Background: an optimization exercise with open tools, aiming at small area. Do not read the settings as production practice.
In this exercise RTL edits were held to simulation tests only and were not proved equivalent to the original.
The clock port is modelled as an ideal driver; clocking choices that lean on that would not hold on a real chip.
Power figures rest on the tool's default switching activity, not on a simulated workload.

Setup of lane 1:
==> flow/design.v (excerpt) <==
module top_level #(
) (
    input logic clk,
    input logic n_rst,
    input logic hsel,
    input logic [3:0] haddr,
    input logic [1:0] hsize,
    input logic [1:0] htrans,
    input logic hwrite,
    input logic [31:0] hwdata,
    output logic [31:0] hrdata,
    output logic hresp,
    output logic hready,
    input logic dp_in,
    input logic dm_in,
    output logic d_mode,
    output logic dp_out,
    output logic dm_out
);
export LEC_CHECK = 0
export CAP_MARGIN = 20
export CORE_MARGIN = 2
export CORE_UTILIZATION = 60
export SLEW_MARGIN = 20
export SYNTH_HIERARCHICAL = 1
export SYNTH_MINIMUM_KEEP_SIZE = 0
create_clock -name core_clock -period 10.0 [get_ports {clk}]
standard.sh (not shown) runs the stock make flow with config.mk's settings and CLKGATE_MAP_FILE= SYNTH_SCRIPT=/design/flow/synth_recipe.tcl, a recipe that flattens the netlist after the stock synthesis.
==> flow/flow/run.sh <==
#!/bin/bash
# Standard layout with two changes: port buffers use the smallest buffer cell,
# and clock tree synthesis uses small clock buffers without dummy loads.
set -euo pipefail
bash standard.sh \
  "BUFFER_PORTS_ARGS=-buffer_cell sky130_fd_sc_hd__buf_1" \
  "CTS_ARGS=-sink_clustering_enable -repair_clock_nets -dont_use_dummy_load -buf_list sky130_fd_sc_hd__clkbuf_4 -sink_clustering_size 10 -sink_clustering_max_diameter 40" \
  finish > orfs_make.log 2>&1
Lane 1: flow completed, timing, DRC and antenna clean
#### Input delta (lane 2 over lane 1)
==> flow/flow/run.sh <==
#!/bin/bash
# Standard layout with two changes: port buffers use the smallest buffer cell,
# and clock tree synthesis uses small clock buffers without dummy loads.
set -euo pipefail
bash standard.sh \
  "BUFFER_PORTS_ARGS=-buffer_cell sky130_fd_sc_hd__buf_1" \
  "CTS_ARGS=-sink_clustering_enable -repair_clock_nets -dont_use_dummy_load -buf_list sky130_fd_sc_hd__clkbuf_8 -sink_clustering_size 20 -sink_clustering_max_diameter 50" \
  finish > orfs_make.log 2>&1
--- outcome ---
- | wire length of the first global-routing pass | lane 1 vs lane 2 | ≈ equal |
- Lane 2 does worse than lane 1 on design internal power.
- Between lane 1 and lane 2, the final non-filler cell area figures differ only marginally.
- Proportion of total power due to net switching in lane 2 is 0.35 points below lane 1.
- Looking at the reports, lane 2 completed the entire flow and the layout it produced met the timing, design-rule and antenna checks.


run 1:
top_level, a different RTL version from the one above (not shown whole).
For scale: about 2,100 cells after synthesis, about 720 flip-flops, ~83 I/O pins.
Settings: LEC_CHECK=0, CAP_MARGIN=0, CORE_MARGIN=2, CORE_UTILIZATION=65, SLEW_MARGIN=0, SYNTH_HIERARCHICAL=1, SYNTH_MINIMUM_KEEP_SIZE=0; clock period 10.0 ns.
==> flow/flow/run.sh <==
#!/bin/bash
# The standard layout (standard.sh, unchanged synthesis) with three changes:
#  - port buffers use the smallest buffer cell (sky130_fd_sc_hd__buf_1);
#  - clock tree synthesis uses clkbuf_4 sink clusters and no dummy loads;
#  - after CTS, repair_timing -recover_power downsizes cells with spare slack.
# ORFS's full output goes to orfs_make.log in this folder.
set -euo pipefail
bash standard.sh \
  "BUFFER_PORTS_ARGS=-buffer_cell sky130_fd_sc_hd__buf_1" \
  "CTS_ARGS=-sink_clustering_enable -repair_clock_nets -dont_use_dummy_load -buf_list sky130_fd_sc_hd__clkbuf_4 -sink_clustering_size 9 -sink_clustering_max_diameter 40" \
  "POST_CTS_TCL=$PWD/flow/post_cts.tcl" \
  finish > orfs_make.log 2>&1
==> flow/flow/post_cts.tcl <==
# After clock tree synthesis: trade unused setup slack for smaller cells.
estimate_parasitics -placement
repair_timing -recover_power 100
Run 1 did not stop at any stage, and its layout met the timing, design-rule and antenna checks.
#### Input delta (run 2 over run 1)
- CORE_UTILIZATION: 65 -> 70
Notes after the runs:
- In run 2, total stage count of the critical path is lower than in run 1.
- Placed wire-length estimate: run 2 vs run 1 — no meaningful difference
- Taking run 1 as the reference point, the post-route worst setup slack of run 2 rises by 0.12 ns.
- Run 2 vs run 1 on total power draw: run 2 is the lower one.
- Cmp run 2 vs run 1: worst hold margin higher in run 2
- [compare] base=run 1 new=run 2: final area about even, largest stage delay on the critical path about even.
- On global-route usage: between run 1 and run 2, it ends up higher for run 2.
Changes in run 3 relative to run 2:
- changing CORE_UTILIZATION from 70 to 60
--- a/flow/flow/run.sh
+++ b/flow/flow/run.sh
@@ -3,5 +3,6 @@
 #  - port buffers use the smallest buffer cell (sky130_fd_sc_hd__buf_1);
 #  - clock tree synthesis uses clkbuf_4 sink clusters and no dummy loads;
-#  - after CTS, repair_timing -recover_power downsizes cells with spare slack.
+#  - after CTS and after global routing, repair_timing -recover_power
+#    downsizes cells with spare slack (RECOVER_POWER in the global route step).
 # ORFS's full output goes to orfs_make.log in this folder.
 set -euo pipefail
@@ -10,3 +11,4 @@
   "CTS_ARGS=-sink_clustering_enable -repair_clock_nets -dont_use_dummy_load -buf_list sky130_fd_sc_hd__clkbuf_4 -sink_clustering_size 9 -sink_clustering_max_diameter 40" \
   "POST_CTS_TCL=$PWD/flow/post_cts.tcl" \
+  "RECOVER_POWER=100" \
   finish > orfs_make.log 2>&1
- Run 3 completed end to end; final checks failed (capacitance limit, slew limit).
- Summary of run 3 over run 2: achievable frequency fell 13%, final worst slack fell 0.76 ns, area overhead of the layout relative to synthesis about even, final total power rose 0.88%, sum of routed wire length over all layers rose about 5%.
#### Input delta (run 4 over run 3)
==> flow/flow/run.sh <==
#!/bin/bash
# The standard layout (standard.sh, unchanged synthesis) with three changes:
#  - port buffers use the smallest buffer cell (sky130_fd_sc_hd__buf_1);
#  - clock tree synthesis uses clkbuf_4 sink clusters and no dummy loads;
#  - after CTS, repair_timing -recover_power downsizes cells with spare slack.
# ORFS's full output goes to orfs_make.log in this folder.
set -euo pipefail
bash standard.sh \
  "BUFFER_PORTS_ARGS=-buffer_cell sky130_fd_sc_hd__buf_1" \
  "CTS_ARGS=-sink_clustering_enable -repair_clock_nets -dont_use_dummy_load -buf_list sky130_fd_sc_hd__clkbuf_4 -sink_clustering_size 9 -sink_clustering_max_diameter 40" \
  "POST_CTS_TCL=$PWD/flow/post_cts.tcl" \
  finish > orfs_make.log 2>&1
Findings:
Run 4: full flow OK, the timing, design-rule and antenna checks passed
Delta (run 4 minus run 3): design area now larger; number of buffers and inverters on the critical path now smaller; number of detailed-routing iterations run before antenna repair now larger.
For run 3, the category of the critical setup timing path was in -> async, unlike run 4, where it was reg -> reg.
The final reports for run 4 and run 3 show delay of the slowest cell on the worst path lower in the former.
In terms of switching power total, run 4 and run 3 differ only marginally.
Share of power burned in the clock network across run 3 and run 4: no real change.
Input-level comparison between run 5 and run 4:
- a change of CAP_MARGIN from 0 to 10
- a change of SLEW_MARGIN from 0 to 10
--- a/flow/flow/run.sh
+++ b/flow/flow/run.sh
@@ -8,5 +8,5 @@
 bash standard.sh \
   "BUFFER_PORTS_ARGS=-buffer_cell sky130_fd_sc_hd__buf_1" \
-  "CTS_ARGS=-sink_clustering_enable -repair_clock_nets -dont_use_dummy_load -buf_list sky130_fd_sc_hd__clkbuf_4 -sink_clustering_size 9 -sink_clustering_max_diameter 40" \
+  "CTS_ARGS=-sink_clustering_enable -repair_clock_nets -dont_use_dummy_load -buf_list sky130_fd_sc_hd__clkbuf_4 -sink_clustering_size 8 -sink_clustering_max_diameter 35" \
   "POST_CTS_TCL=$PWD/flow/post_cts.tcl" \
   finish > orfs_make.log 2>&1
## What came out
- Compared with run 4, run 5 shows design area that has gone up slightly.
- The global-route met3 utilization of run 5 is higher than that of run 4.
- When run 5 is measured against run 4, its final cell count without fillers turns out 1.0% higher.
- Run 4 and run 5 ended up with nearly the same detailed-routing wirelength on met1.


Setup of the reference run:
Another version of the RTL of top_level (not shown whole).
Size in the first run: about 2100 cells after synthesis, roughly 730 flip-flops, ~83 I/O pins.
Settings: LEC_CHECK=0, CAP_MARGIN=20, CORE_MARGIN=2, CORE_UTILIZATION=60, CTS_BUF_LIST=sky130_fd_sc_hd__clkbuf_4, CTS_CLUSTER_SIZE=30, SLEW_MARGIN=20; clock period 10.0 ns.
run.sh (not shown) runs the stock make flow with config.mk's settings and CLKGATE_MAP_FILE= SYNTH_SCRIPT=/design/flow/synth_recipe.tcl, a recipe that flattens the netlist after the stock synthesis.
Stock flow here: none of the scripts above is used.
The reference run: all stages complete, timing, DRC and antenna checks passed
> inputs changed (the reference run -> the trial run)
Settings: CTS_BUF_LIST: sky130_fd_sc_hd__clkbuf_4 -> unset; CORE_UTILIZATION: 60 -> 40; CTS_CLUSTER_SIZE: 30 -> unset.
==> results.txt <==
Comparing the trial run and the reference run, the higher global placement routability congestion was measured on the reference run.
Compared with the reference run, the trial run shows a higher final area.
Uppermost layer routed: met4 -> the reference run, met5 -> the trial run
| slack of the critical path | the trial run vs the reference run | 0.42 ns higher |

==> port drivers added, routing unchanged <==
Ports are ideal in the flow. The routed layouts listed here were re-timed in OpenROAD.
Step 1 (the two cells are an assumption about what drives the block):
set clk [get_ports {clk}]
set_driving_cell -lib_cell sky130_fd_sc_hd__clkbuf_16 $clk
set_driving_cell -lib_cell sky130_fd_sc_hd__buf_2 [delete_from_list [all_inputs] $clk]
Step 2 moves the port delays by t, midway between the first and last clock arrival at a register: inputs arrive t later, outputs are due t later. That takes back most of the time a late clock gives input paths.
a / b / c = ideal ports / drivers / drivers and shift; a / b = the first two.
run | t, ns | setup WS [ns] | hold slack, ns | worst setup path at the end
lane 1 | 0.923 | 5.360 / 5.360 / 5.360 | 0.363 / 0.363 / 0.363 | register to register
lane 2 | 0.761 | 5.324 / 5.324 / 5.324 | 0.368 / 0.368 / 0.368 | register to register
run 1 | 0.903 | 4.715 / 4.715 / 4.715 | 0.372 / 0.372 / 0.372 | register to register
run 2 | 0.906 | 4.837 / 4.837 / 4.837 | 0.376 / 0.376 / 0.376 | register to register
run 3 | 0.916 | 4.074 / 4.086 / 3.170 | 0.373 / 0.373 / 0.373 | input, reset recovery
run 4 | 0.910 | 5.095 / 5.095 / 5.095 | 0.373 / 0.373 / 0.373 | register to register
run 5 | 1.037 | 5.257 / 5.257 / 5.257 | 0.364 / 0.364 / 0.364 | register to register
the reference run | 1.051 | 5.155 / 5.100 / 5.210 | 0.366 / 0.366 / 0.366 | input to register
the trial run | 0.689 | 5.580 / 5.516 / 5.583 | 0.370 / 0.370 / 0.370 | input to register
For run 3, which loses most, drivers alone change the setup slack by +0.012 ns; drivers and shift together by -0.904 ns. The worst setup slack also covers recovery checks on asynchronous resets.
